Source: an optimization exercise on an open RTL-to-GDS flow (aim: small area and a short achievable clock period). Production flows keep margins and buffers that such runs may drop. RTL that was checked went through simulation tests only; none was proved equivalent to the original. Power figures rest on the tool's default switching activity, not on a simulated workload.

==> run a: inputs <==
==> flow/design.v <==
module vedic_2x2 (
    input  [1:0] a,
    input  [1:0] b,
    output [3:0] product
);
    wire [3:0] partial;
    wire c1, c2;
    assign partial[0] = a[0] & b[0];
    assign partial[1] = a[1] & b[0];
    assign partial[2] = a[0] & b[1];
    assign partial[3] = a[1] & b[1];
    assign product[0] = partial[0];
    assign {c1, product[1]} = partial[1] + partial[2];
    assign {c2, product[2]} = partial[3] + c1;
    assign product[3] = c2;
endmodule
module vedic_mult #(
    parameter WIDTH = 8
)(
    input  [WIDTH-1:0] a,
    input  [WIDTH-1:0] b,
    output [2*WIDTH-1:0] product
);
    generate
        if (WIDTH == 2) begin : base_case
            vedic_2x2 v2x2 (
                .a(a),
                .b(b),
                .product(product)
            );
        end else begin : recursive_case
            localparam HALF_WIDTH = WIDTH / 2;
            wire [WIDTH-1:0] q0, q1, q2, q3;
            wire [2*WIDTH-1:0] aligned_q0, aligned_q1, aligned_q2, aligned_q3;
            wire [2*WIDTH-1:0] temp1, temp2;
            vedic_mult #(HALF_WIDTH) m0 (
                .a(a[HALF_WIDTH-1:0]),
                .b(b[HALF_WIDTH-1:0]),
                .product(q0)
            );
            vedic_mult #(HALF_WIDTH) m1 (
                .a(a[WIDTH-1:HALF_WIDTH]),
                .b(b[HALF_WIDTH-1:0]),
                .product(q1)
            );
            vedic_mult #(HALF_WIDTH) m2 (
                .a(a[HALF_WIDTH-1:0]),
                .b(b[WIDTH-1:HALF_WIDTH]),
                .product(q2)
            );
            vedic_mult #(HALF_WIDTH) m3 (
                .a(a[WIDTH-1:HALF_WIDTH]),
                .b(b[WIDTH-1:HALF_WIDTH]),
                .product(q3)
            );
            assign aligned_q0 = {{WIDTH{1'b0}}, q0};
            assign aligned_q1 = {{HALF_WIDTH{1'b0}}, q1, {HALF_WIDTH{1'b0}}};
            assign aligned_q2 = {{HALF_WIDTH{1'b0}}, q2, {HALF_WIDTH{1'b0}}};
            assign aligned_q3 = {q3, {WIDTH{1'b0}}};
            assign temp1 = aligned_q0 + aligned_q1;
            assign temp2 = temp1 + aligned_q2;
            assign product = temp2 + aligned_q3;
        end
    endgenerate
endmodule
module sigmoid_activation #(
    parameter WIDTH = 16,
    parameter FRAC_BITS = 11
)(
    input  signed [WIDTH-1:0] x,
    output [WIDTH-1:0] y
);
    localparam signed [WIDTH-1:0] NEG_THRESHOLD = -(4 << FRAC_BITS);
    localparam signed [WIDTH-1:0] POS_THRESHOLD = (4 << FRAC_BITS);
    localparam [WIDTH-1:0] ZERO_VAL = {WIDTH{1'b0}};
    localparam [WIDTH-1:0] HALF_VAL = (1 << (WIDTH-1));
    localparam [WIDTH-1:0] ONE_VAL  = {WIDTH{1'b1}};
    reg [WIDTH-1:0] y_reg;
    always @(*) begin
        if ($signed(x) < NEG_THRESHOLD)
            y_reg = ZERO_VAL;
        else if ($signed(x) > POS_THRESHOLD)
            y_reg = ONE_VAL;
        else
            y_reg = HALF_VAL + {{3{x[WIDTH-1]}}, x[WIDTH-1:3]};
    end
    assign y = y_reg;
endmodule
module mac_unit #(
    parameter DATA_WIDTH = 8,
    parameter ACCUM_WIDTH = 32,
    parameter OUTPUT_WIDTH = 16,
    parameter USE_SQRT_CSLA = 1,
    parameter ENABLE_ACTIVATION = 1,
    parameter FRAC_BITS = 11
)(
    input  clk,
    input  rst_n,
    input  enable,
    input  clear_acc,
    input  [DATA_WIDTH-1:0] input_data,
    input  [DATA_WIDTH-1:0] weight,
    output [OUTPUT_WIDTH-1:0] mac_out,
    output [OUTPUT_WIDTH-1:0] activated_out,
    output valid,
    output overflow
);
    localparam MULT_WIDTH = 2 * DATA_WIDTH;
    wire [MULT_WIDTH-1:0] mult_result;
    reg [ACCUM_WIDTH-1:0] accumulator;
    reg [ACCUM_WIDTH-1:0] next_acc;
    wire [ACCUM_WIDTH:0] acc_sum;
    reg overflow_reg;
    reg valid_reg;
    vedic_mult #(
        .WIDTH(DATA_WIDTH)
    ) multiplier (
        .a(input_data),
        .b(weight),
        .product(mult_result)
    );
    assign acc_sum = {1'b0, accumulator} + {{(ACCUM_WIDTH-MULT_WIDTH+1){1'b0}}, mult_result};
    always @(*) begin
        if (enable) begin
            if (clear_acc) begin
                next_acc = {{(ACCUM_WIDTH-MULT_WIDTH){1'b0}}, mult_result};
            end else begin
                next_acc = acc_sum[ACCUM_WIDTH-1:0];
            end
        end else if (clear_acc) begin
            next_acc = {ACCUM_WIDTH{1'b0}};
        end else begin
            next_acc = accumulator;
        end
    end
    always @(posedge clk or negedge rst_n) begin
        if (!rst_n)
            accumulator <= {ACCUM_WIDTH{1'b0}};
        else
            accumulator <= next_acc;
    end
    always @(posedge clk or negedge rst_n) begin
        if (!rst_n)
            overflow_reg <= 1'b0;
        else if (clear_acc)
            overflow_reg <= 1'b0;
        else if (enable && acc_sum[ACCUM_WIDTH])
            overflow_reg <= 1'b1;
    end
    assign overflow = overflow_reg;
    assign mac_out = accumulator[OUTPUT_WIDTH-1:0];
    generate
        if (ENABLE_ACTIVATION) begin : gen_activation
            sigmoid_activation #(
                .WIDTH(OUTPUT_WIDTH),
                .FRAC_BITS(FRAC_BITS)
            ) activation (
                .x(mac_out),
                .y(activated_out)
            );
        end else begin : no_activation
            assign activated_out = mac_out;
        end
    endgenerate
    always @(posedge clk or negedge rst_n) begin
        if (!rst_n)
            valid_reg <= 1'b0;
        else
            valid_reg <= enable;
    end
    assign valid = valid_reg;
endmodule
module mac_array #(
    parameter NUM_CHANNELS = 4,
    parameter DATA_WIDTH = 8,
    parameter ACCUM_WIDTH = 32,
    parameter OUTPUT_WIDTH = 16
)(
    input  clk,
    input  rst_n,
    input  [NUM_CHANNELS-1:0] enable,
    input  [NUM_CHANNELS-1:0] clear_acc,
    input  [DATA_WIDTH*NUM_CHANNELS-1:0] input_data,
    input  [DATA_WIDTH*NUM_CHANNELS-1:0] weight,
    output [OUTPUT_WIDTH*NUM_CHANNELS-1:0] mac_out,
    output [OUTPUT_WIDTH*NUM_CHANNELS-1:0] activated_out,
    output [NUM_CHANNELS-1:0] valid,
    output [NUM_CHANNELS-1:0] overflow
);
    genvar i;
    generate
        for (i = 0; i < NUM_CHANNELS; i = i + 1) begin : mac_channels
            mac_unit #(
                .DATA_WIDTH(DATA_WIDTH),
                .ACCUM_WIDTH(ACCUM_WIDTH),
                .OUTPUT_WIDTH(OUTPUT_WIDTH)
            ) mac_inst (
                .clk(clk),
                .rst_n(rst_n),
                .enable(enable[i]),
                .clear_acc(clear_acc[i]),
                .input_data(input_data[DATA_WIDTH*(i+1)-1:DATA_WIDTH*i]),
                .weight(weight[DATA_WIDTH*(i+1)-1:DATA_WIDTH*i]),
                .mac_out(mac_out[OUTPUT_WIDTH*(i+1)-1:OUTPUT_WIDTH*i]),
                .activated_out(activated_out[OUTPUT_WIDTH*(i+1)-1:OUTPUT_WIDTH*i]),
                .valid(valid[i]),
                .overflow(overflow[i])
            );
        end
    endgenerate
endmodule
==> flow/run.sh <==
#!/bin/bash
# synth_recipe.tcl (not shown) runs the flow's synth.tcl, then flattens the netlist and writes it again
# the make line also repeats each setting of config.mk as NAME=value (left out here)
make -C /OpenROAD-flow-scripts/flow DESIGN_CONFIG=/design/flow/config.mk WORK_HOME=/design/flow/orfs CLKGATE_MAP_FILE= SYNTH_SCRIPT=/design/flow/synth_recipe.tcl finish
==> flow/config.mk <==
export PLATFORM = sky130hd
export DESIGN_NAME = mac_array
export DESIGN_NICKNAME = mac_array
export VERILOG_FILES = /design/flow/design.v
export SDC_FILE = /design/flow/constraint.sdc
export NUM_CORES = 4
export LEC_CHECK = 0
export CAP_MARGIN = 20
export CORE_MARGIN = 2
export CORE_UTILIZATION = 40
export SLEW_MARGIN = 20
==> flow/constraint.sdc <==
create_clock -name core_clock -period 8.5 [get_ports {clk}]
set_input_delay 1.7000 -clock core_clock [delete_from_list [all_inputs] [get_ports {clk}]]
set_output_delay 1.7000 -clock core_clock [all_outputs]
set_load 0.01 [all_outputs]
==> run b (differences from run a) <==
==> flow/design.v, changed modules only <==
module sigmoid_activation #(
    parameter WIDTH = 16,
    parameter FRAC_BITS = 11
)(
    input  [15:0] x,
    output [15:0] y
);
    wire neg_sat = x[15] & ~(x[14] & x[13]);
    wire pos_sat = ~x[15] & (x[14] | (x[13] & (|x[12:0])));
    wire [15:0] lin = {~x[15], x[15], x[15], x[15:3]};
    assign y = pos_sat ? 16'hFFFF : (neg_sat ? 16'h0000 : lin);
endmodule
module mac_unit #(
    parameter DATA_WIDTH = 8,
    parameter ACCUM_WIDTH = 32,
    parameter OUTPUT_WIDTH = 16
)(
    input  clk,
    input  rst_n,
    input  enable,
    input  clear_acc,
    input  [7:0] input_data,
    input  [7:0] weight,
    output [15:0] mac_out,
    output [15:0] activated_out,
    output valid,
    output overflow
);
    reg [15:0] acc_lo;
    reg [15:0] acc_hi;
    reg overflow_reg;
    reg valid_reg;
    wire [7:0] a = input_data & {8{enable}};
    wire [15:0] lo_m = acc_lo & {16{~clear_acc}};
    wire [16:0] s = lo_m + a * weight;
    wire [15:0] hi_m = acc_hi & {16{~clear_acc}};
    wire [15:0] hi_n = s[16] ? hi_m + 16'd1 : hi_m;
    wire c32 = s[16] & (&acc_hi);
    always @(posedge clk or negedge rst_n) begin
        if (!rst_n) begin
            acc_lo <= 16'd0;
            acc_hi <= 16'd0;
            overflow_reg <= 1'b0;
            valid_reg <= 1'b0;
        end else begin
            acc_lo <= s[15:0];
            acc_hi <= hi_n;
            overflow_reg <= ~clear_acc & (overflow_reg | c32);
            valid_reg <= enable;
        end
    end
    assign overflow = overflow_reg;
    assign valid = valid_reg;
    assign mac_out = acc_lo;
    sigmoid_activation activation (
        .x(acc_lo),
        .y(activated_out)
    );
endmodule
Settings changed: ABC_CLOCK_PERIOD_IN_PS from default to 2000, SETUP_SLACK_MARGIN from default to 4.5.
==> notes <==
Run a passed the timing, DRC and antenna checks. Run b finished with timing, DRC and antenna clean.
Final cell count: run b is smaller than run a (about 18%).
Count of clock-buffer cells in the layout: run b is higher than run a (3).
Against run a, the non-clock buffer count of run b is lower by 37.
Sequential share of layout area: run b is higher than run a (0.62 points).
In run b the die area is smaller than in run a, by 18%.
Of run b and run a, run b has the higher clock skew (gap 0.0095 ns).
For run b, only the layout was checked, not whether the RTL still works.

* * *

==> yarrow: inputs <==
mac_array, a different RTL version from the one above (not shown whole).
clock: 8.5 ns
lec_check: 0
cap_margin: 20
core_margin: 2
core_utilization: 40
slew_margin: 20
run.sh (not shown) runs the stock make flow with config.mk's settings and CLKGATE_MAP_FILE= SYNTH_SCRIPT=/design/flow/synth_recipe.tcl, a recipe that flattens the netlist after the stock synthesis.
==> tundra (differences from yarrow) <==
--- a/flow/design.v
+++ b/flow/design.v
@@ -213,17 +213,84 @@
     assign ts107 = tc58 ^ ts81 ^ tc80;
     assign tc108 = (tc58 & ts81) | (tc58 & tc80) | (ts81 & tc80);
     assign ts109 = tc60 ^ ts83 ^ tc82;
     assign tc110 = (tc60 & ts83) | (tc60 & tc82) | (ts83 & tc82);
     assign ts111 = lo_m[14] ^ pp[63] ^ tc84;
     assign tc112 = (lo_m[14] & pp[63]) | (lo_m[14] & tc84) | (pp[63] & tc84);
     wire [15:0] row_a = {lo_m[15], ts111, ts109, tc106, tc104, tc102, tc100, tc98, tc96, tc94, tc92, tc90, tc88, tc86, pp[8], lo_m[0]};
     wire [15:0] row_b = {tc112, tc110, tc108, ts107, ts105, ts103, ts101, ts99, ts97, ts95, ts93, ts91, ts89, ts87, ts85, pp[0]};
-    wire [16:0] lo_sum = row_a + row_b;
+    wire [15:0] g0 = row_a & row_b;
+    wire [15:0] p0 = row_a ^ row_b;
+    wire gl1_1 = g0[1] | (p0[1] & g0[0]);
+    wire pl1_1 = p0[1] & p0[0];
+    wire gl1_3 = g0[3] | (p0[3] & g0[2]);
+    wire pl1_3 = p0[3] & p0[2];
+    wire gl1_5 = g0[5] | (p0[5] & g0[4]);
+    wire pl1_5 = p0[5] & p0[4];
+    wire gl1_7 = g0[7] | (p0[7] & g0[6]);
+    wire pl1_7 = p0[7] & p0[6];
+    wire gl1_9 = g0[9] | (p0[9] & g0[8]);
+    wire pl1_9 = p0[9] & p0[8];
+    wire gl1_11 = g0[11] | (p0[11] & g0[10]);
+    wire pl1_11 = p0[11] & p0[10];
+    wire gl1_13 = g0[13] | (p0[13] & g0[12]);
+    wire pl1_13 = p0[13] & p0[12];
+    wire gl1_15 = g0[15] | (p0[15] & g0[14]);
+    wire pl1_15 = p0[15] & p0[14];
+    wire gl2_2 = g0[2] | (p0[2] & gl1_1);
+    wire pl2_2 = p0[2] & pl1_1;
+    wire gl2_3 = gl1_3 | (pl1_3 & gl1_1);
+    wire pl2_3 = pl1_3 & pl1_1;
+    wire gl2_6 = g0[6] | (p0[6] & gl1_5);
+    wire pl2_6 = p0[6] & pl1_5;
+    wire gl2_7 = gl1_7 | (pl1_7 & gl1_5);
+    wire pl2_7 = pl1_7 & pl1_5;
+    wire gl2_10 = g0[10] | (p0[10] & gl1_9);
+    wire pl2_10 = p0[10] & pl1_9;
+    wire gl2_11 = gl1_11 | (pl1_11 & gl1_9);
+    wire pl2_11 = pl1_11 & pl1_9;
+    wire gl2_14 = g0[14] | (p0[14] & gl1_13);
+    wire pl2_14 = p0[14] & pl1_13;
+    wire gl2_15 = gl1_15 | (pl1_15 & gl1_13);
+    wire pl2_15 = pl1_15 & pl1_13;
+    wire gl3_4 = g0[4] | (p0[4] & gl2_3);
+    wire pl3_4 = p0[4] & pl2_3;
+    wire gl3_5 = gl1_5 | (pl1_5 & gl2_3);
+    wire pl3_5 = pl1_5 & pl2_3;
+    wire gl3_6 = gl2_6 | (pl2_6 & gl2_3);
+    wire pl3_6 = pl2_6 & pl2_3;
+    wire gl3_7 = gl2_7 | (pl2_7 & gl2_3);
+    wire pl3_7 = pl2_7 & pl2_3;
+    wire gl3_12 = g0[12] | (p0[12] & gl2_11);
+    wire pl3_12 = p0[12] & pl2_11;
+    wire gl3_13 = gl1_13 | (pl1_13 & gl2_11);
+    wire pl3_13 = pl1_13 & pl2_11;
+    wire gl3_14 = gl2_14 | (pl2_14 & gl2_11);
+    wire pl3_14 = pl2_14 & pl2_11;
+    wire gl3_15 = gl2_15 | (pl2_15 & gl2_11);
+    wire pl3_15 = pl2_15 & pl2_11;
+    wire gl4_8 = g0[8] | (p0[8] & gl3_7);
+    wire pl4_8 = p0[8] & pl3_7;
+    wire gl4_9 = gl1_9 | (pl1_9 & gl3_7);
+    wire pl4_9 = pl1_9 & pl3_7;
+    wire gl4_10 = gl2_10 | (pl2_10 & gl3_7);
+    wire pl4_10 = pl2_10 & pl3_7;
+    wire gl4_11 = gl2_11 | (pl2_11 & gl3_7);
+    wire pl4_11 = pl2_11 & pl3_7;
+    wire gl4_12 = gl3_12 | (pl3_12 & gl3_7);
+    wire pl4_12 = pl3_12 & pl3_7;
+    wire gl4_13 = gl3_13 | (pl3_13 & gl3_7);
+    wire pl4_13 = pl3_13 & pl3_7;
+    wire gl4_14 = gl3_14 | (pl3_14 & gl3_7);
+    wire pl4_14 = pl3_14 & pl3_7;
+    wire gl4_15 = gl3_15 | (pl3_15 & gl3_7);
+    wire pl4_15 = pl3_15 & pl3_7;
+    wire [15:0] cg = {gl4_15, gl4_14, gl4_13, gl4_12, gl4_11, gl4_10, gl4_9, gl4_8, gl3_7, gl3_6, gl3_5, gl3_4, gl2_3, gl2_2, gl1_1, g0[0]};
+    wire [16:0] lo_sum = {cg[15], p0 ^ {cg[14:0], 1'b0}};
     wire c16 = lo_sum[16];
     wire hi_ones = hi_cin ? (acc_hi == 16'hFFFE) : (acc_hi == 16'hFFFF);
     wire [15:0] hi_n = (acc_hi + {15'd0, hi_cin}) & {16{~clear_acc}};
     always @(posedge clk or negedge rst_n) begin
         if (!rst_n) begin
             acc_lo <= 16'd0;
             acc_hi <= 16'd0;
             hi_cin <= 1'b0;
Settings changed: SETUP_SLACK_MARGIN set to 3.0.
==> quartz (differences from yarrow) <==
--- a/flow/design.v
+++ b/flow/design.v
@@ -213,17 +213,84 @@
     assign ts107 = tc58 ^ ts81 ^ tc80;
     assign tc108 = (tc58 & ts81) | (tc58 & tc80) | (ts81 & tc80);
     assign ts109 = tc60 ^ ts83 ^ tc82;
     assign tc110 = (tc60 & ts83) | (tc60 & tc82) | (ts83 & tc82);
     assign ts111 = lo_m[14] ^ pp[63] ^ tc84;
     assign tc112 = (lo_m[14] & pp[63]) | (lo_m[14] & tc84) | (pp[63] & tc84);
     wire [15:0] row_a = {lo_m[15], ts111, ts109, tc106, tc104, tc102, tc100, tc98, tc96, tc94, tc92, tc90, tc88, tc86, pp[8], lo_m[0]};
     wire [15:0] row_b = {tc112, tc110, tc108, ts107, ts105, ts103, ts101, ts99, ts97, ts95, ts93, ts91, ts89, ts87, ts85, pp[0]};
-    wire [16:0] lo_sum = row_a + row_b;
+    wire [15:0] g0 = row_a & row_b;
+    wire [15:0] p0 = row_a ^ row_b;
+    wire gl1_1 = g0[1] | (p0[1] & g0[0]);
+    wire pl1_1 = p0[1] & p0[0];
+    wire gl1_3 = g0[3] | (p0[3] & g0[2]);
+    wire pl1_3 = p0[3] & p0[2];
+    wire gl1_5 = g0[5] | (p0[5] & g0[4]);
+    wire pl1_5 = p0[5] & p0[4];
+    wire gl1_7 = g0[7] | (p0[7] & g0[6]);
+    wire pl1_7 = p0[7] & p0[6];
+    wire gl1_9 = g0[9] | (p0[9] & g0[8]);
+    wire pl1_9 = p0[9] & p0[8];
+    wire gl1_11 = g0[11] | (p0[11] & g0[10]);
+    wire pl1_11 = p0[11] & p0[10];
+    wire gl1_13 = g0[13] | (p0[13] & g0[12]);
+    wire pl1_13 = p0[13] & p0[12];
+    wire gl1_15 = g0[15] | (p0[15] & g0[14]);
+    wire pl1_15 = p0[15] & p0[14];
+    wire gl2_2 = g0[2] | (p0[2] & gl1_1);
+    wire pl2_2 = p0[2] & pl1_1;
+    wire gl2_3 = gl1_3 | (pl1_3 & gl1_1);
+    wire pl2_3 = pl1_3 & pl1_1;
+    wire gl2_6 = g0[6] | (p0[6] & gl1_5);
+    wire pl2_6 = p0[6] & pl1_5;
+    wire gl2_7 = gl1_7 | (pl1_7 & gl1_5);
+    wire pl2_7 = pl1_7 & pl1_5;
+    wire gl2_10 = g0[10] | (p0[10] & gl1_9);
+    wire pl2_10 = p0[10] & pl1_9;
+    wire gl2_11 = gl1_11 | (pl1_11 & gl1_9);
+    wire pl2_11 = pl1_11 & pl1_9;
+    wire gl2_14 = g0[14] | (p0[14] & gl1_13);
+    wire pl2_14 = p0[14] & pl1_13;
+    wire gl2_15 = gl1_15 | (pl1_15 & gl1_13);
+    wire pl2_15 = pl1_15 & pl1_13;
+    wire gl3_4 = g0[4] | (p0[4] & gl2_3);
+    wire pl3_4 = p0[4] & pl2_3;
+    wire gl3_5 = gl1_5 | (pl1_5 & gl2_3);
+    wire pl3_5 = pl1_5 & pl2_3;
+    wire gl3_6 = gl2_6 | (pl2_6 & gl2_3);
+    wire pl3_6 = pl2_6 & pl2_3;
+    wire gl3_7 = gl2_7 | (pl2_7 & gl2_3);
+    wire pl3_7 = pl2_7 & pl2_3;
+    wire gl3_12 = g0[12] | (p0[12] & gl2_11);
+    wire pl3_12 = p0[12] & pl2_11;
+    wire gl3_13 = gl1_13 | (pl1_13 & gl2_11);
+    wire pl3_13 = pl1_13 & pl2_11;
+    wire gl3_14 = gl2_14 | (pl2_14 & gl2_11);
+    wire pl3_14 = pl2_14 & pl2_11;
+    wire gl3_15 = gl2_15 | (pl2_15 & gl2_11);
+    wire pl3_15 = pl2_15 & pl2_11;
+    wire gl4_8 = g0[8] | (p0[8] & gl3_7);
+    wire pl4_8 = p0[8] & pl3_7;
+    wire gl4_9 = gl1_9 | (pl1_9 & gl3_7);
+    wire pl4_9 = pl1_9 & pl3_7;
+    wire gl4_10 = gl2_10 | (pl2_10 & gl3_7);
+    wire pl4_10 = pl2_10 & pl3_7;
+    wire gl4_11 = gl2_11 | (pl2_11 & gl3_7);
+    wire pl4_11 = pl2_11 & pl3_7;
+    wire gl4_12 = gl3_12 | (pl3_12 & gl3_7);
+    wire pl4_12 = pl3_12 & pl3_7;
+    wire gl4_13 = gl3_13 | (pl3_13 & gl3_7);
+    wire pl4_13 = pl3_13 & pl3_7;
+    wire gl4_14 = gl3_14 | (pl3_14 & gl3_7);
+    wire pl4_14 = pl3_14 & pl3_7;
+    wire gl4_15 = gl3_15 | (pl3_15 & gl3_7);
+    wire pl4_15 = pl3_15 & pl3_7;
+    wire [15:0] cg = {gl4_15, gl4_14, gl4_13, gl4_12, gl4_11, gl4_10, gl4_9, gl4_8, gl3_7, gl3_6, gl3_5, gl3_4, gl2_3, gl2_2, gl1_1, g0[0]};
+    wire [16:0] lo_sum = {cg[15], p0 ^ {cg[14:0], 1'b0}};
     wire c16 = lo_sum[16];
     wire hi_ones = hi_cin ? (acc_hi == 16'hFFFE) : (acc_hi == 16'hFFFF);
     wire [15:0] hi_n = (acc_hi + {15'd0, hi_cin}) & {16{~clear_acc}};
     always @(posedge clk or negedge rst_n) begin
         if (!rst_n) begin
             acc_lo <= 16'd0;
             acc_hi <= 16'd0;
             hi_cin <= 1'b0;
Settings changed: SETUP_SLACK_MARGIN set to 3.7.
==> summary.md <==
| Metric | Value |
|---|---|
| Post-synthesis mux area share | 0 |
| Die Wd | 198 um |
| Slew @ Worst Pin | about 0.94 ns |
| Status | no timing/DRC/antenna violations |
| Setup Buffers After CTS | 1 |
| Syn_nets | 1958 |
| Slowest-stage cell, CP | fa_1 |
| Met3 GRT Util | 0.0305 |
| Max Fclk | approximately 190 MHz |
| Sequential share of the synthesized area | 0.232 |
| Post-synthesis xor/xnor area fraction | 0.0476 |
| Total Power | about 4700 uW |
The numbers above come from tundra.

==> summary.md <==
| Metric | Value |
|---|---|
| Syn_nets | ~2000 |
| PostCTS Resize Cnt | 0 |
| Status | no timing/DRC/antenna violations |
| Post-synthesis xor/xnor area fraction | 0.0507 |
| Slowest-stage cell, CP | clkdlybuf4s50_1 |
| Fillers | 3653 |
| Post-synthesis mux area share | 0.000644 |
| Sequential share of the synthesized area | 0.225 |
| Routed len/inst | ~17 um |
| Die Wd | around 200 um |
| Setup Buffers After CTS | 0 |
| Max Fclk | around 150 MHz |
| Total Power | between 4000 and 5000 uW |
The numbers above come from yarrow.

==> summary.md <==
| Metric | Value |
|---|---|
| Met2 Routed Length | 20400 um |
| Slew @ Worst Pin | 1.06 ns |
| Total Power | 5430 uW |
| Sequential share of the synthesized area | 0.232 |
| Setup Buffers After CTS | 33 |
| Post-synthesis xor/xnor area fraction | 0.0476 |
| Status | no timing/DRC/antenna violations |
| Post-synthesis mux area share | 0 |
| Die Wd | approximately 200 um |
| Syn_nets | 1958 |
| Max Fclk | 198 MHz |
| Top power group | combinational logic |
| Slowest-stage cell, CP | fa_1 |
The numbers above come from quartz.

No functional check of the RTL was part of any run of this note.

## separate check: timing with driven ports
No port has a modelled driver above. Below, the same layouts with a new extraction and two added sets of constraints.
Step 1, drivers: a clkbuf_16 drives clk and a buf_2 each remaining input, both assumed.
Step 2 moves the port delays by t, midway between the first and last clock arrival at a register: inputs arrive t later, outputs are due t later. That takes back most of the time a late clock gives input paths.
a / b / c = no drivers / after step 1 / after step 2; a / b = the first two.
run | t, ns | setup slack, ns | worst slew at a driven data input, ns
run a | 0.485 | 0.274 / 0.301 / -0.185 | 0.08
run b | 0.500 | 1.764 / 1.754 / 1.254 | 0.08
yarrow | 0.463 | 1.979 / 1.994 / 1.531 | 0.04
tundra | 0.474 | 3.119 / 3.146 / 2.672 | 0.05
quartz | 0.485 | 3.451 / 3.413 / 2.927 | 0.22
Met with ideal ports but missed after step 2: setup timing in run a. For quartz, which loses most, drivers alone change the setup slack by -0.038 ns; drivers and shift together by -0.524 ns.
